This design comes from an exercise in tuning for small area, a short achievable clock period and few clock cycles on the open sky130 flow, not from production work.
The RTL was checked by simulation tests, not by an equivalence proof against the original design.
Power figures rest on the tool's default switching activity, not on a simulated workload.

==> 02-06: inputs <==
Design CPU_top, start of the top module:
module CPU_top(
input clk, rstn,
output imem_en,
output [63:0] imem_addr,
input [31:0] imem_rdata,
output dmem_re, dmem_we,
output [63:0] dmem_addr, dmem_wdata,
input [63:0] dmem_rdata
    );
==> flow/config.mk <==
export PLATFORM = sky130hd
export DESIGN_NAME = CPU_top
export DESIGN_NICKNAME = CPU_top
export VERILOG_FILES = /design/flow/design.v
export SDC_FILE = /design/flow/constraint.sdc
export NUM_CORES = 8
export LEC_CHECK = 0
export CAP_MARGIN = 30
export CORE_MARGIN = 2
export CORE_UTILIZATION = 55
export SLEW_MARGIN = 30
export SYNTH_HIERARCHICAL = 1
==> flow/constraint.sdc <==
create_clock -name core_clock -period 27.0 [get_ports {clk}]
set_input_delay 5.4000 -clock core_clock [delete_from_list [all_inputs] [get_ports {clk}]]
set_output_delay 5.4000 -clock core_clock [all_outputs]
set_load 0.01 [all_outputs]
standard.sh (not shown) runs the stock make flow with config.mk's settings and CLKGATE_MAP_FILE= SYNTH_SCRIPT=/design/flow/synth_recipe.tcl, a recipe that flattens the netlist after the stock synthesis.
==> flow/flow/run.sh <==
#!/bin/bash
# The standard ORFS layout (standard.sh) with these changes:
#  - before floorplanning, combinational cells synthesis sized up go back to
#    their smallest size (flow/downsize.tcl); the timing repair sizes up those
#    on critical paths again;
#  - the timing repair steps aim at more setup slack than zero, so that they
#    work on the paths that set the achieved period (SDC, clock period and I/O
#    constraints stay the standard flow's);
#  - ports are buffered with buf_4 rather than the delay cell buffer_ports
#    picks on its own;
#  - CTS clusters somewhat more sinks per leaf buffer and adds no dummy loads.
set -euo pipefail
here=$(pwd)
bash standard.sh \
  "PRE_FLOORPLAN_TCL=$here/flow/downsize.tcl" \
  SETUP_SLACK_MARGIN=20.35 \
  "BUFFER_PORTS_ARGS=-buffer_cell sky130_fd_sc_hd__buf_4" \
  "CTS_ARGS=-sink_clustering_enable -repair_clock_nets -dont_use_dummy_load -sink_clustering_size 25 -sink_clustering_max_diameter 80" \
  finish > standard.log 2>&1
==> flow/flow/downsize.tcl <==
# Before floorplanning: put combinational cells that synthesis sized up back
# at their smallest drive strength; the timing repair that follows sizes up
# the ones on critical paths again.
set db [ord::get_db]
set block [ord::get_db_block]
set n 0
foreach inst [$block getInsts] {
  set name [[$inst getMaster] getName]
  if {![regexp {^(sky130_fd_sc_hd__[a-z0-9]+)_([0-9]+)$} $name -> base size]} { continue }
  if {$size eq "0" || $size eq "1"} { continue }
  if {[regexp {__(df|edf|sdf|dl|clk|conb|tap|fill|decap|diode)} $base]} { continue }
  set small [$db findMaster ${base}_1]
  if {$small eq "NULL"} { set small [$db findMaster ${base}_0] }
  if {$small eq "NULL"} { continue }
  $inst swapMaster $small
  incr n
}
puts "downsize.tcl: $n cells set to their smallest drive strength"
==> 05-14 (differences from 02-06) <==
--- a/flow/design.v
+++ b/flow/design.v
@@ -214,75 +214,75 @@
     assign t_ltu = brt & (f3 == 3'b110);
     assign t_geu = brt & (f3 == 3'b111);
     assign c_pt = (c_jal & ~ft_j) | (c_br & w[31]);
 endmodule
 `timescale 1ns / 1ps
 module rdbit(
 input [31:1] sel,
 input [31:1] d,
-input sl, l,
+input sl, l, sr, r,
 input e,
 output o
     );
     wire [10:0] x;
     genvar k;
     generate
         for (k = 0; k < 10; k = k + 1) begin: g_x
             g_aoi222 u(.a1(sel[3*k+1]), .b1(d[3*k+1]), .a2(sel[3*k+2]), .b2(d[3*k+2]),
                        .a3(sel[3*k+3]), .b3(d[3*k+3]), .y(x[k]));
         end
     endgenerate
-    g_aoi22 u10(.a1(sel[31]), .b1(d[31]), .a2(sl), .b2(l), .y(x[10]));
+    g_aoi222 u10(.a1(sel[31]), .b1(d[31]), .a2(sl), .b2(l), .a3(sr), .b3(r), .y(x[10]));
     wire y0, y1, y2;
     g_nand4 n0(.a(x[0]), .b(x[1]), .c(x[2]), .d(x[3]), .y(y0));
     g_nand4 n1(.a(x[4]), .b(x[5]), .c(x[6]), .d(x[7]), .y(y1));
     g_nand3 n2(.a(x[8]), .b(x[9]), .c(x[10]), .y(y2));
     g_or4 n3(.a(y0), .b(y1), .c(y2), .d(e), .y(o));
 endmodule
 module rdbit_ne(
 input [31:1] sel,
 input [31:1] d,
-input sl, l,
+input sl, l, sr, r,
 output o
     );
     wire [10:0] x;
     genvar k;
     generate
         for (k = 0; k < 10; k = k + 1) begin: g_x
             g_aoi222 u(.a1(sel[3*k+1]), .b1(d[3*k+1]), .a2(sel[3*k+2]), .b2(d[3*k+2]),
                        .a3(sel[3*k+3]), .b3(d[3*k+3]), .y(x[k]));
         end
     endgenerate
-    g_aoi22 u10(.a1(sel[31]), .b1(d[31]), .a2(sl), .b2(l), .y(x[10]));
+    g_aoi222 u10(.a1(sel[31]), .b1(d[31]), .a2(sl), .b2(l), .a3(sr), .b3(r), .y(x[10]));
     wire y0, y1, y2;
     g_nand4 n0(.a(x[0]), .b(x[1]), .c(x[2]), .d(x[3]), .y(y0));
     g_nand4 n1(.a(x[4]), .b(x[5]), .c(x[6]), .d(x[7]), .y(y1));
     g_nand3 n2(.a(x[8]), .b(x[9]), .c(x[10]), .y(y2));
     g_or3 n3(.a(y0), .b(y1), .c(y2), .y(o));
 endmodule
 module rdmux #(parameter [63:0] EMASK = {64{1'b1}}) (
 input [31:1] sel,
 input [64*31-1:0] d,
-input sl,
-input [63:0] l,
+input sl, sr,
+input [63:0] l, r,
 input [63:0] e,
 output [63:0] o
     );
     genvar b, k;
     generate
         for (b = 0; b < 64; b = b + 1) begin: g_bit
             wire [31:1] db;
             for (k = 1; k < 32; k = k + 1) begin: g_reg
                 assign db[k] = d[64*(k-1) + b];
             end
             if (EMASK[b]) begin: g_e
-                rdbit u(.sel(sel), .d(db), .sl(sl), .l(l[b]), .e(e[b]), .o(o[b]));
+                rdbit u(.sel(sel), .d(db), .sl(sl), .l(l[b]), .sr(sr), .r(r[b]), .e(e[b]), .o(o[b]));
             end else begin: g_ne
-                rdbit_ne u(.sel(sel), .d(db), .sl(sl), .l(l[b]), .o(o[b]));
+                rdbit_ne u(.sel(sel), .d(db), .sl(sl), .l(l[b]), .sr(sr), .r(r[b]), .o(o[b]));
             end
         end
     endgenerate
 endmodule
 `timescale 1ns / 1ps
 module g_aoi222(input a1, b1, a2, b2, a3, b3, output y);
     assign y = ~((a1 & b1) | (a2 & b2) | (a3 & b3));
 endmodule
@@ -365,28 +365,32 @@
     reg [11:0] irpc;
     reg        irv;
     reg        stl;           
     reg        mv, wv;        
     reg [4:0]  mrd, wrd;
     reg        ldrv;          
     reg [4:0]  ldrrd;
     reg [63:0] ldr;
+    reg        resv;          
+    reg [4:0]  resrd;
+    reg [63:0] res;
     reg        dwe, dre;
     reg [11:3] daddr;         
     reg [63:0] dwdata;
     reg [64*31-1:0] rf;       
     reg [31:1] rfv;           
     reg c_op, c_opi, c_ld, c_st, c_br, c_jal, c_jalr;
     reg c_use1, c_use2, c_wr, c_ldw;
     reg c_sub, c_arith, c_left;
     reg s_add, s_sll, s_slt, s_sltu, s_xor, s_sr, s_or, s_and, s_link;
     reg b_rs2, b_immi, b_imms;
     reg t_eq, t_ne, t_lt, t_ge, t_ltu, t_geu, c_pt;
     reg [31:1] sel1, sel2;    
+    reg sr1, sr2;             
     reg sl1, sl2;             
     reg x2a, x2b;             
     assign imem_en = en;
     assign imem_addr = pcf;
     assign dmem_we = dwe;
     assign dmem_re = dre;
     assign dmem_addr = {52'd0, daddr, 3'b000};
     assign dmem_wdata = dwdata;
@@ -395,18 +399,18 @@
     wire [4:0] rd  = ir[11:7];
     wire fire = irv & ~stl;
     wire wdx = fire & c_wr;
     wire [63:0] p1, p2;
     wire [63:0] imm_i = {{52{ir[31]}}, ir[31:20]};
     wire [63:0] imm_s = {{52{ir[31]}}, ir[31:25], ir[11:7]};
     wire [63:0] e1 = {52'd0, x2a, 11'd0};
     wire [63:0] e2 = ({64{b_immi}} & imm_i) | {52'd0, x2b, 11'd0};
-    rdmux #(.EMASK(64'h800)) rd1(.sel(sel1), .d(rf), .sl(sl1), .l(ldr), .e(e1), .o(p1));
-    rdmux rd2(.sel(sel2), .d(rf), .sl(sl2), .l(ldr), .e(e2), .o(p2));
+    rdmux #(.EMASK(64'h800)) rd1(.sel(sel1), .d(rf), .sl(sl1), .l(ldr), .sr(sr1), .r(res), .e(e1), .o(p1));
+    rdmux rd2(.sel(sel2), .d(rf), .sl(sl2), .l(ldr), .sr(sr2), .r(res), .e(e2), .o(p2));
     wire [63:0] va = p1;
     wire [63:0] vb = p2;
     wire [11:0] aoff = c_st ? imm_s[11:0] : imm_i[11:0];
     wire [11:0] asum = va[11:0] + aoff;
     wire [63:0] sum, alu_res;
     wire carry, eq;
     ALU ALU(
     .a(va), .b(vb),
@@ -492,59 +496,68 @@
     end
     always @(posedge clk) begin
         if (en) rpc <= pcf[11:0];
         if (irfree) begin
             ir <= imem_rdata;
             irpc <= rpc;
         end
     end
-    wire wl = ldrv & ~wdx;
-    wire [63:0] wd = wdx ? (alu_res | {51'd0, {13{s_link}} & link}) : ldr;
+    wire wl = ldrv & ~resv;
+    wire [4:0] wa = resv ? resrd : ldrrd;
+    wire [63:0] wd = resv ? res : ldr;
     wire kill_m = wdx & (mrd == rd);
     wire kill_w = wdx & (wrd == rd);
     wire kill_l = wdx & (ldrrd == rd);
     wire ldnew = wv & ~kill_w;
     wire ldrv_n = ldnew | (ldrv & ~(wl | kill_l));
     wire [4:0] ldrrd_n = ldnew ? wrd : ldrrd;
     wire [31:1] wdec;
     wire [31:1] rfv_n;
-    genvar gi;
+    genvar gi, gb;
     generate
         for (gi = 1; gi < 32; gi = gi + 1) begin: g_rf
-            assign wdec[gi] = (wdx & (rd == gi)) | (wl & (ldrrd == gi));
+            assign wdec[gi] = (resv | wl) & (wa == gi);
             assign rfv_n[gi] = rfv[gi] | wdec[gi];
+            wire [63:0] rf_n;
+            for (gb = 0; gb < 64; gb = gb + 1) begin: g_b
+                g_ao22 u(.a1(wdec[gi]), .b1(wd[gb]), .a2(~wdec[gi]), .b2(rf[64*(gi-1) + gb]), .y(rf_n[gb]));
+            end
             always @(posedge clk)
-                if (wdec[gi]) rf[64*(gi-1) +: 64] <= wd;
+                rf[64*(gi-1) +: 64] <= rf_n;
         end
     endgenerate
     always @(posedge clk) begin
         if (rst) begin
             rfv <= 31'd0;
             dwe <= 1'b0;
             dre <= 1'b0;
             mv <= 1'b0;
             wv <= 1'b0;
             ldrv <= 1'b0;
+            resv <= 1'b0;
         end else begin
             rfv <= rfv_n;
             dwe <= fire & c_st;
             dre <= fire & c_ld;
             mv <= fire & c_ldw;
             wv <= mv & ~kill_m;
             ldrv <= ldrv_n;
+            resv <= wdx;
         end
     end
     always @(posedge clk) begin
         daddr <= asum[11:3];
         dwdata <= vb;
         mrd <= rd;
         wrd <= mrd;
         if (ldnew) ldr <= dmem_rdata;
         ldrrd <= ldrrd_n;
+        res <= alu_res | {51'd0, {13{s_link}} & link};
+        resrd <= rd;
     end
     wire take_rd = irfree;
     wire [31:0] hold = ir;
     wire [31:0] r1_r, r2_r, r1_h, r2_h;
     wire [32:0] k_r, k_h;
     control_unit dec_r(
     .w(imem_rdata), .rs1_oh(r1_r), .rs2_oh(r2_r),
     .c_op(k_r[0]), .c_opi(k_r[1]), .c_ld(k_r[2]), .c_st(k_r[3]), .c_br(k_r[4]),
@@ -565,41 +578,47 @@
     .s_sr(k_h[19]), .s_or(k_h[20]), .s_and(k_h[21]), .s_link(k_h[22]),
     .b_rs2(k_h[23]), .b_immi(k_h[24]), .b_imms(k_h[25]),
     .t_eq(k_h[26]), .t_ne(k_h[27]), .t_lt(k_h[28]), .t_ge(k_h[29]),
     .t_ltu(k_h[30]), .t_geu(k_h[31]), .c_pt(k_h[32])
     );
     wire [32:0] k_n = take_rd ? k_r : k_h;
     wire [31:0] r1_n = take_rd ? r1_r : r1_h;
     wire [31:0] r2_n = take_rd ? r2_r : r2_h;
-    wire [31:0] onldr;
+    wire [4:0] resrd_n = rd;
+    wire [31:0] onres, onldr;
     generate
         for (gi = 0; gi < 32; gi = gi + 1) begin: g_src
+            assign onres[gi] = wdx & (resrd_n == gi);
             assign onldr[gi] = ldrv_n & (ldrrd_n == gi);
         end
     endgenerate
-    wire [31:1] rfok_n = rfv_n & ~onldr[31:1];
+    wire [31:1] rfok_n = rfv_n & ~onres[31:1] & ~onldr[31:1];
     wire g2_n = k_n[0] | k_n[4] | k_n[3];     
     always @(posedge clk) begin
         {c_pt, t_geu, t_ltu, t_ge, t_lt, t_ne, t_eq, b_imms, b_immi, b_rs2, s_link, s_and, s_or, s_sr,
          s_xor, s_sltu, s_slt, s_sll, s_add, c_left, c_arith, c_sub, c_ldw, c_wr,
          c_use2, c_use1, c_jalr, c_jal, c_br, c_st, c_ld, c_opi, c_op} <= k_n;
         sel1 <= r1_n[31:1] & rfok_n;
         sel2 <= r2_n[31:1] & rfok_n & {31{g2_n}};
+        sr1 <= |(r1_n & onres);
+        sr2 <= |(r2_n & onres) & g2_n;
         sl1 <= |(r1_n & onldr);
         sl2 <= |(r2_n & onldr) & g2_n;
-        x2a <= r1_n[2] & ~rfv_n[2] & ~onldr[2];
-        x2b <= r2_n[2] & ~rfv_n[2] & ~onldr[2] & g2_n;
+        x2a <= r1_n[2] & ~rfv_n[2] & ~onres[2] & ~onldr[2];
+        x2b <= r2_n[2] & ~rfv_n[2] & ~onres[2] & ~onldr[2] & g2_n;
     end
     wire [31:0] ir_n = take_rd ? imem_rdata : ir;
     wire [4:0] rs1_n = ir_n[19:15];
     wire [4:0] rs2_n = ir_n[24:20];
     wire [4:0] rd_n = ir_n[11:7];
-    wire irv_n = irfree ? rv : irv;
+    wire irv_n = ~redir & (irfree ? rv : irv);
     wire mv_n = fire & c_ldw;
     wire [4:0] mrd_n = rd;
     wire wv_n = mv & ~kill_m;
     wire [4:0] wrd_n = mrd;
     wire haz1_n = k_n[7] & ((mv_n & (mrd_n == rs1_n)) | (wv_n & (wrd_n == rs1_n)));
     wire haz2_n = k_n[8] & ((mv_n & (mrd_n == rs2_n)) | (wv_n & (wrd_n == rs2_n)));
-    wire hazw_n = k_n[9] & wv_n & ldrv_n & (wrd_n != rd_n) & (ldrrd_n != rd_n) & (ldrrd_n != wrd_n);
+    wire ldw_if = (wv_n & (wrd_n != rd_n)) | (ldrv_n & wdx & (ldrrd_n != rd_n));
+    wire [4:0] ldrd_if = (wv_n & (wrd_n != rd_n)) ? wrd_n : ldrrd_n;
+    wire hazw_n = k_n[9] & mv_n & (mrd_n != rd_n) & ldw_if & (ldrd_if != mrd_n);
     wire stl_n = irv_n & (haz1_n | haz2_n | hazw_n);
 endmodule
--- a/flow/flow/run.sh
+++ b/flow/flow/run.sh
@@ -8,12 +8,12 @@
 #    constraints stay the standard flow's);
 #  - ports are buffered with buf_4 rather than the delay cell buffer_ports
 #    picks on its own;
 #  - CTS clusters somewhat more sinks per leaf buffer and adds no dummy loads.
 set -euo pipefail
 here=$(pwd)
 bash standard.sh \
   "PRE_FLOORPLAN_TCL=$here/flow/downsize.tcl" \
-  SETUP_SLACK_MARGIN=20.35 \
+  SETUP_SLACK_MARGIN=20.2 \
   "BUFFER_PORTS_ARGS=-buffer_cell sky130_fd_sc_hd__buf_4" \
   "CTS_ARGS=-sink_clustering_enable -repair_clock_nets -dont_use_dummy_load -sink_clustering_size 25 -sink_clustering_max_diameter 80" \
   finish > standard.log 2>&1
==> 01-28 (differences from 02-06) <==
--- a/flow/design.v
+++ b/flow/design.v
@@ -214,75 +214,75 @@
     assign t_ltu = brt & (f3 == 3'b110);
     assign t_geu = brt & (f3 == 3'b111);
     assign c_pt = (c_jal & ~ft_j) | (c_br & w[31]);
 endmodule
 `timescale 1ns / 1ps
 module rdbit(
 input [31:1] sel,
 input [31:1] d,
-input sl, l,
+input sl, l, sr, r,
 input e,
 output o
     );
     wire [10:0] x;
     genvar k;
     generate
         for (k = 0; k < 10; k = k + 1) begin: g_x
             g_aoi222 u(.a1(sel[3*k+1]), .b1(d[3*k+1]), .a2(sel[3*k+2]), .b2(d[3*k+2]),
                        .a3(sel[3*k+3]), .b3(d[3*k+3]), .y(x[k]));
         end
     endgenerate
-    g_aoi22 u10(.a1(sel[31]), .b1(d[31]), .a2(sl), .b2(l), .y(x[10]));
+    g_aoi222 u10(.a1(sel[31]), .b1(d[31]), .a2(sl), .b2(l), .a3(sr), .b3(r), .y(x[10]));
     wire y0, y1, y2;
     g_nand4 n0(.a(x[0]), .b(x[1]), .c(x[2]), .d(x[3]), .y(y0));
     g_nand4 n1(.a(x[4]), .b(x[5]), .c(x[6]), .d(x[7]), .y(y1));
     g_nand3 n2(.a(x[8]), .b(x[9]), .c(x[10]), .y(y2));
     g_or4 n3(.a(y0), .b(y1), .c(y2), .d(e), .y(o));
 endmodule
 module rdbit_ne(
 input [31:1] sel,
 input [31:1] d,
-input sl, l,
+input sl, l, sr, r,
 output o
     );
     wire [10:0] x;
     genvar k;
     generate
         for (k = 0; k < 10; k = k + 1) begin: g_x
             g_aoi222 u(.a1(sel[3*k+1]), .b1(d[3*k+1]), .a2(sel[3*k+2]), .b2(d[3*k+2]),
                        .a3(sel[3*k+3]), .b3(d[3*k+3]), .y(x[k]));
         end
     endgenerate
-    g_aoi22 u10(.a1(sel[31]), .b1(d[31]), .a2(sl), .b2(l), .y(x[10]));
+    g_aoi222 u10(.a1(sel[31]), .b1(d[31]), .a2(sl), .b2(l), .a3(sr), .b3(r), .y(x[10]));
     wire y0, y1, y2;
     g_nand4 n0(.a(x[0]), .b(x[1]), .c(x[2]), .d(x[3]), .y(y0));
     g_nand4 n1(.a(x[4]), .b(x[5]), .c(x[6]), .d(x[7]), .y(y1));
     g_nand3 n2(.a(x[8]), .b(x[9]), .c(x[10]), .y(y2));
     g_or3 n3(.a(y0), .b(y1), .c(y2), .y(o));
 endmodule
 module rdmux #(parameter [63:0] EMASK = {64{1'b1}}) (
 input [31:1] sel,
 input [64*31-1:0] d,
-input sl,
-input [63:0] l,
+input sl, sr,
+input [63:0] l, r,
 input [63:0] e,
 output [63:0] o
     );
     genvar b, k;
     generate
         for (b = 0; b < 64; b = b + 1) begin: g_bit
             wire [31:1] db;
             for (k = 1; k < 32; k = k + 1) begin: g_reg
                 assign db[k] = d[64*(k-1) + b];
             end
             if (EMASK[b]) begin: g_e
-                rdbit u(.sel(sel), .d(db), .sl(sl), .l(l[b]), .e(e[b]), .o(o[b]));
+                rdbit u(.sel(sel), .d(db), .sl(sl), .l(l[b]), .sr(sr), .r(r[b]), .e(e[b]), .o(o[b]));
             end else begin: g_ne
-                rdbit_ne u(.sel(sel), .d(db), .sl(sl), .l(l[b]), .o(o[b]));
+                rdbit_ne u(.sel(sel), .d(db), .sl(sl), .l(l[b]), .sr(sr), .r(r[b]), .o(o[b]));
             end
         end
     endgenerate
 endmodule
 `timescale 1ns / 1ps
 module g_aoi222(input a1, b1, a2, b2, a3, b3, output y);
     assign y = ~((a1 & b1) | (a2 & b2) | (a3 & b3));
 endmodule
@@ -365,28 +365,32 @@
     reg [11:0] irpc;
     reg        irv;
     reg        stl;           
     reg        mv, wv;        
     reg [4:0]  mrd, wrd;
     reg        ldrv;          
     reg [4:0]  ldrrd;
     reg [63:0] ldr;
+    reg        resv;          
+    reg [4:0]  resrd;
+    reg [63:0] res;
     reg        dwe, dre;
     reg [11:3] daddr;         
     reg [63:0] dwdata;
     reg [64*31-1:0] rf;       
     reg [31:1] rfv;           
     reg c_op, c_opi, c_ld, c_st, c_br, c_jal, c_jalr;
     reg c_use1, c_use2, c_wr, c_ldw;
     reg c_sub, c_arith, c_left;
     reg s_add, s_sll, s_slt, s_sltu, s_xor, s_sr, s_or, s_and, s_link;
     reg b_rs2, b_immi, b_imms;
     reg t_eq, t_ne, t_lt, t_ge, t_ltu, t_geu, c_pt;
     reg [31:1] sel1, sel2;    
+    reg sr1, sr2;             
     reg sl1, sl2;             
     reg x2a, x2b;             
     assign imem_en = en;
     assign imem_addr = pcf;
     assign dmem_we = dwe;
     assign dmem_re = dre;
     assign dmem_addr = {52'd0, daddr, 3'b000};
     assign dmem_wdata = dwdata;
@@ -395,18 +399,18 @@
     wire [4:0] rd  = ir[11:7];
     wire fire = irv & ~stl;
     wire wdx = fire & c_wr;
     wire [63:0] p1, p2;
     wire [63:0] imm_i = {{52{ir[31]}}, ir[31:20]};
     wire [63:0] imm_s = {{52{ir[31]}}, ir[31:25], ir[11:7]};
     wire [63:0] e1 = {52'd0, x2a, 11'd0};
     wire [63:0] e2 = ({64{b_immi}} & imm_i) | {52'd0, x2b, 11'd0};
-    rdmux #(.EMASK(64'h800)) rd1(.sel(sel1), .d(rf), .sl(sl1), .l(ldr), .e(e1), .o(p1));
-    rdmux rd2(.sel(sel2), .d(rf), .sl(sl2), .l(ldr), .e(e2), .o(p2));
+    rdmux #(.EMASK(64'h800)) rd1(.sel(sel1), .d(rf), .sl(sl1), .l(ldr), .sr(sr1), .r(res), .e(e1), .o(p1));
+    rdmux rd2(.sel(sel2), .d(rf), .sl(sl2), .l(ldr), .sr(sr2), .r(res), .e(e2), .o(p2));
     wire [63:0] va = p1;
     wire [63:0] vb = p2;
     wire [11:0] aoff = c_st ? imm_s[11:0] : imm_i[11:0];
     wire [11:0] asum = va[11:0] + aoff;
     wire [63:0] sum, alu_res;
     wire carry, eq;
     ALU ALU(
     .a(va), .b(vb),
@@ -492,59 +496,64 @@
     end
     always @(posedge clk) begin
         if (en) rpc <= pcf[11:0];
         if (irfree) begin
             ir <= imem_rdata;
             irpc <= rpc;
         end
     end
-    wire wl = ldrv & ~wdx;
-    wire [63:0] wd = wdx ? (alu_res | {51'd0, {13{s_link}} & link}) : ldr;
+    wire wl = ldrv & ~resv;
+    wire [4:0] wa = resv ? resrd : ldrrd;
+    wire [63:0] wd = resv ? res : ldr;
     wire kill_m = wdx & (mrd == rd);
     wire kill_w = wdx & (wrd == rd);
     wire kill_l = wdx & (ldrrd == rd);
     wire ldnew = wv & ~kill_w;
     wire ldrv_n = ldnew | (ldrv & ~(wl | kill_l));
     wire [4:0] ldrrd_n = ldnew ? wrd : ldrrd;
     wire [31:1] wdec;
     wire [31:1] rfv_n;
     genvar gi;
     generate
         for (gi = 1; gi < 32; gi = gi + 1) begin: g_rf
-            assign wdec[gi] = (wdx & (rd == gi)) | (wl & (ldrrd == gi));
+            assign wdec[gi] = (resv | wl) & (wa == gi);
             assign rfv_n[gi] = rfv[gi] | wdec[gi];
             always @(posedge clk)
                 if (wdec[gi]) rf[64*(gi-1) +: 64] <= wd;
         end
     endgenerate
     always @(posedge clk) begin
         if (rst) begin
             rfv <= 31'd0;
             dwe <= 1'b0;
             dre <= 1'b0;
             mv <= 1'b0;
             wv <= 1'b0;
             ldrv <= 1'b0;
+            resv <= 1'b0;
         end else begin
             rfv <= rfv_n;
             dwe <= fire & c_st;
             dre <= fire & c_ld;
             mv <= fire & c_ldw;
             wv <= mv & ~kill_m;
             ldrv <= ldrv_n;
+            resv <= wdx;
         end
     end
     always @(posedge clk) begin
         daddr <= asum[11:3];
         dwdata <= vb;
         mrd <= rd;
         wrd <= mrd;
         if (ldnew) ldr <= dmem_rdata;
         ldrrd <= ldrrd_n;
+        res <= alu_res | {51'd0, {13{s_link}} & link};
+        resrd <= rd;
     end
     wire take_rd = irfree;
     wire [31:0] hold = ir;
     wire [31:0] r1_r, r2_r, r1_h, r2_h;
     wire [32:0] k_r, k_h;
     control_unit dec_r(
     .w(imem_rdata), .rs1_oh(r1_r), .rs2_oh(r2_r),
     .c_op(k_r[0]), .c_opi(k_r[1]), .c_ld(k_r[2]), .c_st(k_r[3]), .c_br(k_r[4]),
@@ -565,41 +574,47 @@
     .s_sr(k_h[19]), .s_or(k_h[20]), .s_and(k_h[21]), .s_link(k_h[22]),
     .b_rs2(k_h[23]), .b_immi(k_h[24]), .b_imms(k_h[25]),
     .t_eq(k_h[26]), .t_ne(k_h[27]), .t_lt(k_h[28]), .t_ge(k_h[29]),
     .t_ltu(k_h[30]), .t_geu(k_h[31]), .c_pt(k_h[32])
     );
     wire [32:0] k_n = take_rd ? k_r : k_h;
     wire [31:0] r1_n = take_rd ? r1_r : r1_h;
     wire [31:0] r2_n = take_rd ? r2_r : r2_h;
-    wire [31:0] onldr;
+    wire [4:0] resrd_n = rd;
+    wire [31:0] onres, onldr;
     generate
         for (gi = 0; gi < 32; gi = gi + 1) begin: g_src
+            assign onres[gi] = wdx & (resrd_n == gi);
             assign onldr[gi] = ldrv_n & (ldrrd_n == gi);
         end
     endgenerate
-    wire [31:1] rfok_n = rfv_n & ~onldr[31:1];
+    wire [31:1] rfok_n = rfv_n & ~onres[31:1] & ~onldr[31:1];
     wire g2_n = k_n[0] | k_n[4] | k_n[3];     
     always @(posedge clk) begin
         {c_pt, t_geu, t_ltu, t_ge, t_lt, t_ne, t_eq, b_imms, b_immi, b_rs2, s_link, s_and, s_or, s_sr,
          s_xor, s_sltu, s_slt, s_sll, s_add, c_left, c_arith, c_sub, c_ldw, c_wr,
          c_use2, c_use1, c_jalr, c_jal, c_br, c_st, c_ld, c_opi, c_op} <= k_n;
         sel1 <= r1_n[31:1] & rfok_n;
         sel2 <= r2_n[31:1] & rfok_n & {31{g2_n}};
+        sr1 <= |(r1_n & onres);
+        sr2 <= |(r2_n & onres) & g2_n;
         sl1 <= |(r1_n & onldr);
         sl2 <= |(r2_n & onldr) & g2_n;
-        x2a <= r1_n[2] & ~rfv_n[2] & ~onldr[2];
-        x2b <= r2_n[2] & ~rfv_n[2] & ~onldr[2] & g2_n;
+        x2a <= r1_n[2] & ~rfv_n[2] & ~onres[2] & ~onldr[2];
+        x2b <= r2_n[2] & ~rfv_n[2] & ~onres[2] & ~onldr[2] & g2_n;
     end
     wire [31:0] ir_n = take_rd ? imem_rdata : ir;
     wire [4:0] rs1_n = ir_n[19:15];
     wire [4:0] rs2_n = ir_n[24:20];
     wire [4:0] rd_n = ir_n[11:7];
     wire irv_n = irfree ? rv : irv;
     wire mv_n = fire & c_ldw;
     wire [4:0] mrd_n = rd;
     wire wv_n = mv & ~kill_m;
     wire [4:0] wrd_n = mrd;
     wire haz1_n = k_n[7] & ((mv_n & (mrd_n == rs1_n)) | (wv_n & (wrd_n == rs1_n)));
     wire haz2_n = k_n[8] & ((mv_n & (mrd_n == rs2_n)) | (wv_n & (wrd_n == rs2_n)));
-    wire hazw_n = k_n[9] & wv_n & ldrv_n & (wrd_n != rd_n) & (ldrrd_n != rd_n) & (ldrrd_n != wrd_n);
+    wire ldw_if = (wv_n & (wrd_n != rd_n)) | (ldrv_n & wdx & (ldrrd_n != rd_n));
+    wire [4:0] ldrd_if = (wv_n & (wrd_n != rd_n)) ? wrd_n : ldrrd_n;
+    wire hazw_n = k_n[9] & mv_n & (mrd_n != rd_n) & ldw_if & (ldrd_if != mrd_n);
     wire stl_n = irv_n & (haz1_n | haz2_n | hazw_n);
 endmodule
==> results.txt <==
die area approximately 200000 um2; Layout fillers 14500; Rows 162; Core ar. 195000 um2; starting density of the core 0.555; status finished clean
[end of results for 02-06]
==> results.txt <==
status finished clean; Core ar. 200000 um2; DP Worst Slack 18.35 ns; first-pass GRT wire length 705 mm; Rows 164; starting density of the core 0.554; RSZ-0062 raised after global routing yes; die area 205000 um2; CP startpoint kind flop; met1 wire length 173 mm; Largest register FFs 1984
[end of results for 01-28]
==> results.txt <==
Core ar. 197000 um2; starting density of the core 0.552; die area around 200000 um2; Total Power 6.34 mW; Layout fillers roughly 16000; final setup violation count 0; Multi-input gate area 58300 um2; status finished clean; Rows 163; crit path time final 7.28 ns; CP Max Fanout 38; drt via density 9.07
[end of results for 05-14]
Testbench counts of 02-06, summed over its fixed seeds: cycles 36,776.
Testbench counts of 05-14, summed over its fixed seeds: cycles 36,678.
Testbench counts of 01-28, summed over its fixed seeds: cycles 36,688.

==> separate check: timing with driven ports <==
In the flow no input, the clock included, has a driving cell. The finished layouts below were timed again as built, in two steps. Step 1 assumes that a clkbuf_16 drives the clock port and a buf_2 every other input. Step 2 moves the port delays by t, midway between the first and last clock arrival at a register: inputs arrive t later, outputs are due t later. That takes back most of the time a late clock gives input paths. Slacks: no drivers / after step 1 / after step 2; pairs: no drivers / after step 1.
run	t (ns)	setup slack, ns	latest minus earliest clock arrival (ns)	slew at the worst register clock pin (ns)
02-06	0.918	19.705 / 19.705 / 19.287	0.113 / 0.112	0.10 / 0.10
05-14	0.946	19.721 / 19.721 / 19.297	0.099 / 0.099	0.11 / 0.11
01-28	0.922	19.987 / 19.879 / 19.277	0.134 / 0.135	0.10 / 0.10
After both steps setup and hold are still met in every run listed. For 01-28, which loses most, drivers alone change the setup slack by -0.108 ns; drivers and shift together by -0.710 ns.
